This design comes from an exercise in tuning for small area, a short achievable clock period and few clock cycles on the open sky130 flow, not from production work.
In this exercise RTL edits were held to simulation tests only and were not proved equivalent to the original.
Power and IR drop assume default switching activity.

// proc
module proc (
  input         clk,
  input         rst,
  output [15:0] imem_addr,
  input  [15:0] imem_rdata,
  input         imem_ready,
  output [15:0] dmem_addr,
  output [15:0] dmem_wdata,
  output        dmem_rd,
  output        dmem_wr,
  input  [15:0] dmem_rdata,
  input         dmem_ready,
  output        halt);
For scale: about 1800 cells after synthesis, roughly 210 flip-flops, ~87 I/O pins, roughly 0.014 mm^2 of cells after synthesis.
==> flow/config.mk <==
export PLATFORM = sky130hd
export DESIGN_NAME = proc
export DESIGN_NICKNAME = proc
export VERILOG_FILES = /design/flow/design.v
export SDC_FILE = /design/flow/constraint.sdc
export NUM_CORES = 4
export LEC_CHECK = 0
export ABC_AREA = 1
export CAP_MARGIN = 20
export CORE_MARGIN = 2
export CORE_UTILIZATION = 65
export PLACE_DENSITY = 0.7
export SETUP_SLACK_MARGIN = 5
export SLEW_MARGIN = 20
export TNS_END_PERCENT = 0
==> flow/constraint.sdc <==
create_clock -name core_clock -period 10.0 [get_ports {clk}]
set_input_delay 2.0000 -clock core_clock [delete_from_list [all_inputs] [get_ports {clk}]]
set_output_delay 2.0000 -clock core_clock [all_outputs]
set_load 0.01 [all_outputs]
standard.sh (not shown) runs the stock make flow with config.mk's settings and CLKGATE_MAP_FILE= SYNTH_SCRIPT=/design/flow/synth_recipe.tcl, a recipe that flattens the netlist after the stock synthesis.
==> flow/flow/run.sh <==
#!/bin/bash
# The standard layout, with two changes: ports are buffered with buf_1 cells
# (instead of the clkdlybuf4s50_1 that buffer_ports picks by default), and
# the resizer may change a cell's footprint when it sizes cells up or down.
set -euo pipefail
bash standard.sh MATCH_CELL_FOOTPRINT=0 "BUFFER_PORTS_ARGS=-buffer_cell sky130_fd_sc_hd__buf_1" finish > flow_make.log 2>&1
The first run passed the timing, DRC and antenna checks.
Testbench counts at the start, summed over its fixed seeds: cycles 20,438.
Rerun with:
--- a/flow/flow/run.sh
+++ b/flow/flow/run.sh
@@ -6 +6 @@
-bash standard.sh MATCH_CELL_FOOTPRINT=0 "BUFFER_PORTS_ARGS=-buffer_cell sky130_fd_sc_hd__buf_1" finish > flow_make.log 2>&1
+bash standard.sh MATCH_CELL_FOOTPRINT=0 SETUP_SLACK_MARGIN=5.5 "BUFFER_PORTS_ARGS=-buffer_cell sky130_fd_sc_hd__buf_1" finish > flow_make.log 2>&1
Wire length climbs by 0.86%.
Total power climbs by 2.8%.
Area after synthesis does not change.
Synthesized cell count does not change.
Die area is unchanged.
Via count barely changes.
Count of clock-buffer cells in the layout stays the same.
Register-to-register slack got worse by 0.03 ns.
Rerun with:
--- a/flow/flow/run.sh
+++ b/flow/flow/run.sh
@@ -6 +6 @@
-bash standard.sh MATCH_CELL_FOOTPRINT=0 SETUP_SLACK_MARGIN=5.5 "BUFFER_PORTS_ARGS=-buffer_cell sky130_fd_sc_hd__buf_1" finish > flow_make.log 2>&1
+bash standard.sh MATCH_CELL_FOOTPRINT=0 "BUFFER_PORTS_ARGS=-buffer_cell sky130_fd_sc_hd__buf_1" finish > flow_make.log 2>&1
--- a/flow/config.mk
+++ b/flow/config.mk
@@ -11,2 +11 @@
-export CORE_UTILIZATION = 65
-export PLACE_DENSITY = 0.7
+export CORE_UTILIZATION = 60
Non-clock buffer count goes down by 22.
First-iteration DRC count goes down by 18%.
Worst setup slack got worse by 0.22 ns.
Final area goes down by 2.3%.
Synthesized cell count stays the same.
Hold slack got worse by 0.0043 ns.
Total power goes down by 3.1%.
Final cell count goes up by 0.98%.
Flip-flop and latch count stays the same.
Critical path depth goes down by 1.
Rerun with:
--- a/flow/flow/run.sh
+++ b/flow/flow/run.sh
@@ -6 +6 @@
-bash standard.sh MATCH_CELL_FOOTPRINT=0 "BUFFER_PORTS_ARGS=-buffer_cell sky130_fd_sc_hd__buf_1" finish > flow_make.log 2>&1
+bash standard.sh MATCH_CELL_FOOTPRINT=0 SETUP_SLACK_MARGIN=6 "BUFFER_PORTS_ARGS=-buffer_cell sky130_fd_sc_hd__buf_1" finish > flow_make.log 2>&1
What happened:
- total power goes up by about 7%
- worst setup slack gets better by 0.21 ns
- routed wire length grows by 0.94%

* * *

== job 9260 ==
proc, a different RTL version from the one above (not shown whole).
Size: about 200 flip-flops.
Settings: LEC_CHECK=0, ABC_AREA=1, CAP_MARGIN=20, CORE_MARGIN=2, CORE_UTILIZATION=60, SETUP_SLACK_MARGIN=3, SLEW_MARGIN=20; clock period 10.0 ns.
==> flow/flow/run.sh <==
#!/bin/bash
# The standard layout, with two changes: ports are buffered with buf_1 cells
# (instead of the clkdlybuf4s50_1 that buffer_ports picks by default), and
# the resizer may change a cell's footprint when it sizes cells up or down.
set -euo pipefail
bash standard.sh MATCH_CELL_FOOTPRINT=0 "BUFFER_PORTS_ARGS=-buffer_cell sky130_fd_sc_hd__buf_1" finish > flow_make.log 2>&1
Testbench counts of job 9260, summed over its fixed seeds: cycles 20,438.
What job 948 does differently from job 9260 at the input level:
- an added TNS_END_PERCENT of 0
- a change of SETUP_SLACK_MARGIN from 3 to 4
--- outcome ---
Job 948 went all the way through the flow, and no timing, DRC or antenna check failed.
From job 9260 to job 948 the numbers moved as follows: clock share of power lower; non-clock inverter total of the final layout grew by 1; global-route wire length before repair shows an increase of about 0.4%; footprint of the flip-flops and latches did not really move; total routing resource utilization after global routing level.
The power density over the cells of job 948 and that of job 9260 are within noise of each other.
Job 948 gives less minimum period implied by the final worst setup slack than job 9260 did.
Against job 9260, job 948 comes in 0.91% higher on cell area.
Max power across job 9260 and job 948: job 948
--- input diff job 948..job 7360 ---
- TNS_END_PERCENT removed (was 0)
- SETUP_SLACK_MARGIN changed from 4 to 5
Results
- Having completed the whole flow, job 7360 delivered a layout that passed the timing, DRC and antenna checks.
- Setup slack sits higher in job 7360 than in job 948.
- Job 948 → job 7360: routed wire length rose by 5900 µm, worst setup skew after layout fell by 5.4 ps, detailed-routed wire length on met2 rose by about 11%.
What job 3203 does differently from job 7360 at the input level:
- SETUP_SLACK_MARGIN now 4, was 5
==> comparison <==
[diff] wire length of the first global-routing pass, job 3203 relative to job 7360: improvement
Routed wire in job 3203 totals less than in job 7360.
The lower share of the cycle needed by the critical path after routing of job 3203 and job 7360 is in job 7360.
On reported leakage power: job 3203 sits below job 7360.
Overall global routing resource usage: lower on job 3203
Here is what was changed in the inputs of job 9693 compared with job 3203.
- SETUP_SLACK_MARGIN now 3, was 4
==> flow/run.sh (new file) <==
#!/bin/bash
# synth_recipe.tcl (not shown) runs the flow's synth.tcl, then flattens the netlist and writes it again
# the make line also repeats each setting of config.mk as NAME=value (left out here)
make -C /OpenROAD-flow-scripts/flow DESIGN_CONFIG=/design/flow/config.mk WORK_HOME=/design/flow/orfs CLKGATE_MAP_FILE= SYNTH_SCRIPT=/design/flow/synth_recipe.tcl finish
removed: flow/flow/run.sh
removed: flow/standard.sh
==> comparison <==
Compared with job 3203, in job 9693 synthesized cell count comparable; worst setup slack for register-to-register paths saw a decrease.
Job 9693 ended up with a higher power than job 3203 did.
Between job 3203 and job 9693, non-clock buffer area fraction after layout increased.
Job 9693: no failed stages, no open violations at the end
Via count delta (job 3203 -> job 9693): insignificant
The lower clock network area share came out of job 9693.
Maximum number of pins on one net before global-route repair was higher in job 3203 than in job 9693.
Clock share of power ended up 1.9 points lower on job 9693 than on job 3203.

* * *

## oak
Another version of the RTL of proc (not shown whole).
For scale: roughly 1400 cells after synthesis, roughly 200 flip-flops, roughly 14000 µm² of cells after synthesis.
==> flow/design.v (excerpt) <==
module proc (
  input         clk,
  input         rst,
  output [15:0] imem_addr,
  input  [15:0] imem_rdata,
  input         imem_ready,
  output [15:0] dmem_addr,
  output [15:0] dmem_wdata,
  output        dmem_rd,
  output        dmem_wr,
  input  [15:0] dmem_rdata,
  input         dmem_ready,
  output        halt);
  localparam [15:0] NOP = 16'h0800;
  reg [4:0] op;            
  reg [1:0] fn;            
  reg [2:0] wsel;          
  reg [15:0] yi;           
  reg [15:0] pc2;
  reg f_pcrel, f_rfmt, f_inv, f_jmp, f_br, f_ld, f_st;
  reg [15:0] r0, r1, r2, r3, r4, r5, r6, r7;
  wire op_halt  = (op == 5'b00000);
  wire op_j     = (op == 5'b00100);
  wire op_jr    = (op == 5'b00101);
  wire op_jal   = (op == 5'b00110);
  wire op_jalr  = (op == 5'b00111);
  wire op_addi  = (op == 5'b01000);
  wire op_subi  = (op == 5'b01001);
  wire op_xori  = (op == 5'b01010);
  wire op_andni = (op == 5'b01011);
  wire op_br    = (op[4:2] == 3'b011);
  wire op_st    = (op == 5'b10000);
  wire op_ld    = (op == 5'b10001);
  wire op_slbi  = (op == 5'b10010);
  wire op_stu   = (op == 5'b10011);
  wire op_shi   = (op[4:2] == 3'b101);
  wire op_lbi   = (op == 5'b11000);
  wire op_btr   = (op == 5'b11001);
  wire op_shr   = (op == 5'b11010);
  wire op_ar    = (op == 5'b11011);
  wire op_set   = (op[4:2] == 3'b111);
  wire op_mem   = f_ld | f_st;
  wire rfmt     = f_rfmt;                          
  wire inv      = f_inv;                           
  function [15:0] rsel;
    input [2:0] s;
    input [15:0] a0, a1, a2, a3, a4, a5, a6, a7;
    case (s)
      3'd0: rsel = a0; 3'd1: rsel = a1; 3'd2: rsel = a2; 3'd3: rsel = a3;
      3'd4: rsel = a4; 3'd5: rsel = a5; 3'd6: rsel = a6; default: rsel = a7;
    endcase
  endfunction
  reg  [15:0] rs, rt;
  wire [15:0] rfa = rsel(imem_rdata[10:8], r0, r1, r2, r3, r4, r5, r6, r7);
  wire [15:0] rfb = rsel(imem_rdata[7:5],  r0, r1, r2, r3, r4, r5, r6, r7);
  wire pcrel = f_pcrel;
  wire [15:0] y = rfmt ? rt : yi;
  wire [15:0] x = pcrel ? pc2 : rs ^ {16{inv}};
  wire [16:0] sum;
  ...
export LEC_CHECK = 0
export ABC_AREA = 0
export CAP_MARGIN = 20
export CORE_MARGIN = 2
export CORE_UTILIZATION = 60
export SETUP_SLACK_MARGIN = 4.5
export SLEW_MARGIN = 20
export TNS_END_PERCENT = 0
create_clock -name core_clock -period 10.0 [get_ports {clk}]
==> flow/flow/run.sh <==
#!/bin/bash
# The standard layout, with two changes: ports are buffered with buf_1 cells
# (instead of the clkdlybuf4s50_1 that buffer_ports picks by default), and
# the resizer may change a cell's footprint when it sizes cells up or down.
set -euo pipefail
bash standard.sh MATCH_CELL_FOOTPRINT=0 "BUFFER_PORTS_ARGS=-buffer_cell sky130_fd_sc_hd__buf_1" finish > flow_make.log 2>&1
Every stage of the flow completed for oak, and the final layout passed the timing, DRC and antenna checks.
Testbench counts of oak, summed over its fixed seeds: cycles 20,438.
[inputs] pine vs oak
# oak
export LEC_CHECK = 0
export ABC_AREA = 0
export CAP_MARGIN = 20
export CORE_MARGIN = 2
export CORE_UTILIZATION = 60
export SETUP_SLACK_MARGIN = 4.5
export SLEW_MARGIN = 20
export TNS_END_PERCENT = 0
create_clock -name core_clock -period 10.0 [get_ports {clk}]
# pine
export LEC_CHECK = 0
export ABC_AREA = 1
export CAP_MARGIN = 20
export CORE_MARGIN = 2
export CORE_UTILIZATION = 65
export PLACE_DENSITY = 0.7
export SETUP_SLACK_MARGIN = 4.5
export SLEW_MARGIN = 20
export TNS_END_PERCENT = 0
create_clock -name core_clock -period 10.0 [get_ports {clk}]
Results
- From oak to pine the numbers moved as follows: power dropped about 9%, met3 routed wirelength rose by about 14%.
- Against oak as the reference, pine delivers a higher cell total after placement.
- Compared with oak, pine shows number of well taps lower by 10.
- Summary of the comparison: post-route clock period utilization is lower in pine, relative to oak.
- Width of the die in pine is 6.8 µm below oak.
- Measured against oak, the non-clock buffer count of pine comes out at 0.70 times the reference value.
- pine vs. oak: worst setup slack grew by 320 ps, worst ir drop on vdd grew by about 30%, post-cts repair resize count shrank by 25.
- Global-route wire length before repair in pine vs oak: down 2.6%
[inputs] birch vs pine
# pine
export LEC_CHECK = 0
export ABC_AREA = 1
export CAP_MARGIN = 20
export CORE_MARGIN = 2
export CORE_UTILIZATION = 65
export PLACE_DENSITY = 0.7
export SETUP_SLACK_MARGIN = 4.5
export SLEW_MARGIN = 20
export TNS_END_PERCENT = 0
create_clock -name core_clock -period 10.0 [get_ports {clk}]
# birch
export LEC_CHECK = 0
export ABC_AREA = 1
export CAP_MARGIN = 20
export CORE_MARGIN = 2
export CORE_UTILIZATION = 60
export SETUP_SLACK_MARGIN = 4.5
export SLEW_MARGIN = 20
export TNS_END_PERCENT = 0
create_clock -name core_clock -period 10.0 [get_ports {clk}]
Notes after the runs:
Compared to pine, birch has full die area about 8% higher.
Utilization of the core after routing was lower in the run labelled birch.
Taking pine as the reference point, the clock buffer instance count of the final layout of birch falls by about 4%.
What maple does differently from birch at the input level:
# birch
export LEC_CHECK = 0
export ABC_AREA = 1
export CAP_MARGIN = 20
export CORE_MARGIN = 2
export CORE_UTILIZATION = 60
export SETUP_SLACK_MARGIN = 4.5
export SLEW_MARGIN = 20
export TNS_END_PERCENT = 0
create_clock -name core_clock -period 10.0 [get_ports {clk}]
# maple
export LEC_CHECK = 0
export ABC_AREA = 1
export CAP_MARGIN = 20
export CORE_MARGIN = 2
export CORE_UTILIZATION = 50
export SETUP_SLACK_MARGIN = 4.5
export SLEW_MARGIN = 20
export TNS_END_PERCENT = 0
create_clock -name core_clock -period 10.0 [get_ports {clk}]
## What came out
- Comparing birch and maple, post-route worst hold slack is lower on birch.
- Final worst-path cycle share: maple > birch
- Between maple and birch, it is maple whose wire length of the first global-routing pass is higher, by 2.5%.
- Summary of maple over birch: setup slack went down, sum of net half-perimeters after detailed placement went up.
- When maple is set beside birch, its detailed-route wire length per cell turns out to be about 1.5% larger.
> inputs changed (maple -> cedar)
# maple
export LEC_CHECK = 0
export ABC_AREA = 1
export CAP_MARGIN = 20
export CORE_MARGIN = 2
export CORE_UTILIZATION = 50
export SETUP_SLACK_MARGIN = 4.5
export SLEW_MARGIN = 20
export TNS_END_PERCENT = 0
create_clock -name core_clock -period 10.0 [get_ports {clk}]
# cedar
export LEC_CHECK = 0
export ABC_AREA = 1
export CAP_MARGIN = 20
export CORE_MARGIN = 2
export CORE_UTILIZATION = 60
export SETUP_SLACK_MARGIN = 5
export SLEW_MARGIN = 20
export TNS_END_PERCENT = 0
create_clock -name core_clock -period 10.0 [get_ports {clk}]
Results
Result for maple and cedar: all clean. maple → cedar: tightest slew margin relative to the limit saw a decrease; aggregate routed wire length saw an increase; proportion of layout cells with a drive suffix above 1 saw an increase.

port drivers added, routing unchanged:
The results above use ideal ports. As a check the final layouts listed here were re-extracted and re-timed, cells and wires unchanged. Step 1 assumes that a clkbuf_16 drives the clock port and a buf_2 every other input. Step 2 adds t to the input delays and takes it off the output delays; t is the mean of the earliest and latest rising clock arrival at the registers after step 1. Input paths then give back, and output paths get back, about the clock's delay inside the block. a / b / c = ideal ports / drivers / drivers and shift; a / b = the first two.
| run | t, ns | slack for setup (ns) | clock arrival spread, ns | worst slew at a driven data input, ns | pins driven straight from the clock port |
|---|---|---|---|---|---|
| the first run of note 1 | 0.561 | 5.038 / 4.989 / 4.752 | 0.031 / 0.031 | 0.04 | 1 |
| the second run of note 1 | 0.565 | 5.303 / 5.253 / 4.817 | 0.029 / 0.029 | 0.04 | 1 |
| the third run of note 1 | 0.580 | 5.080 / 5.030 / 4.901 | 0.021 / 0.020 | 0.06 | 1 |
| the fourth run of note 1 | 0.564 | 5.293 / 5.246 / 4.856 | 0.044 / 0.044 | 0.05 | 1 |
| job 9260 | 0.500 | 3.535 / 3.488 / 3.988 | 0.022 / 0.022 | 0.04 | 1 |
| job 948 | 0.500 | 4.208 / 4.161 / 4.661 | 0.025 / 0.025 | 0.04 | 1 |
| job 7360 | 0.500 | 4.436 / 4.387 / 4.732 | 0.020 / 0.021 | 0.04 | 1 |
| job 3203 | 0.500 | 4.208 / 4.161 / 4.661 | 0.025 / 0.025 | 0.04 | 1 |
| job 9693 | 0.493 | 3.504 / 3.453 / 3.946 | 0.022 / 0.022 | 0.05 | 1 |
| oak | 0.566 | 4.410 / 4.364 / 4.818 | 0.033 / 0.033 | 0.05 | 1 |
| pine | 0.564 | 4.728 / 4.678 / 5.241 | 0.017 / 0.017 | 0.04 | 1 |
| birch | 0.542 | 4.706 / 4.661 / 5.203 | 0.026 / 0.027 | 0.04 | 1 |
| maple | 0.559 | 4.665 / 4.615 / 5.174 | 0.023 / 0.022 | 0.05 | 1 |
| cedar | 0.542 | 4.834 / 4.789 / 5.330 | 0.024 / 0.023 | 0.04 | 1 |
After both steps setup and hold are still met in every run listed. For the second run of note 1, which loses most, drivers alone change the setup slack by -0.050 ns; drivers and shift together by -0.486 ns.
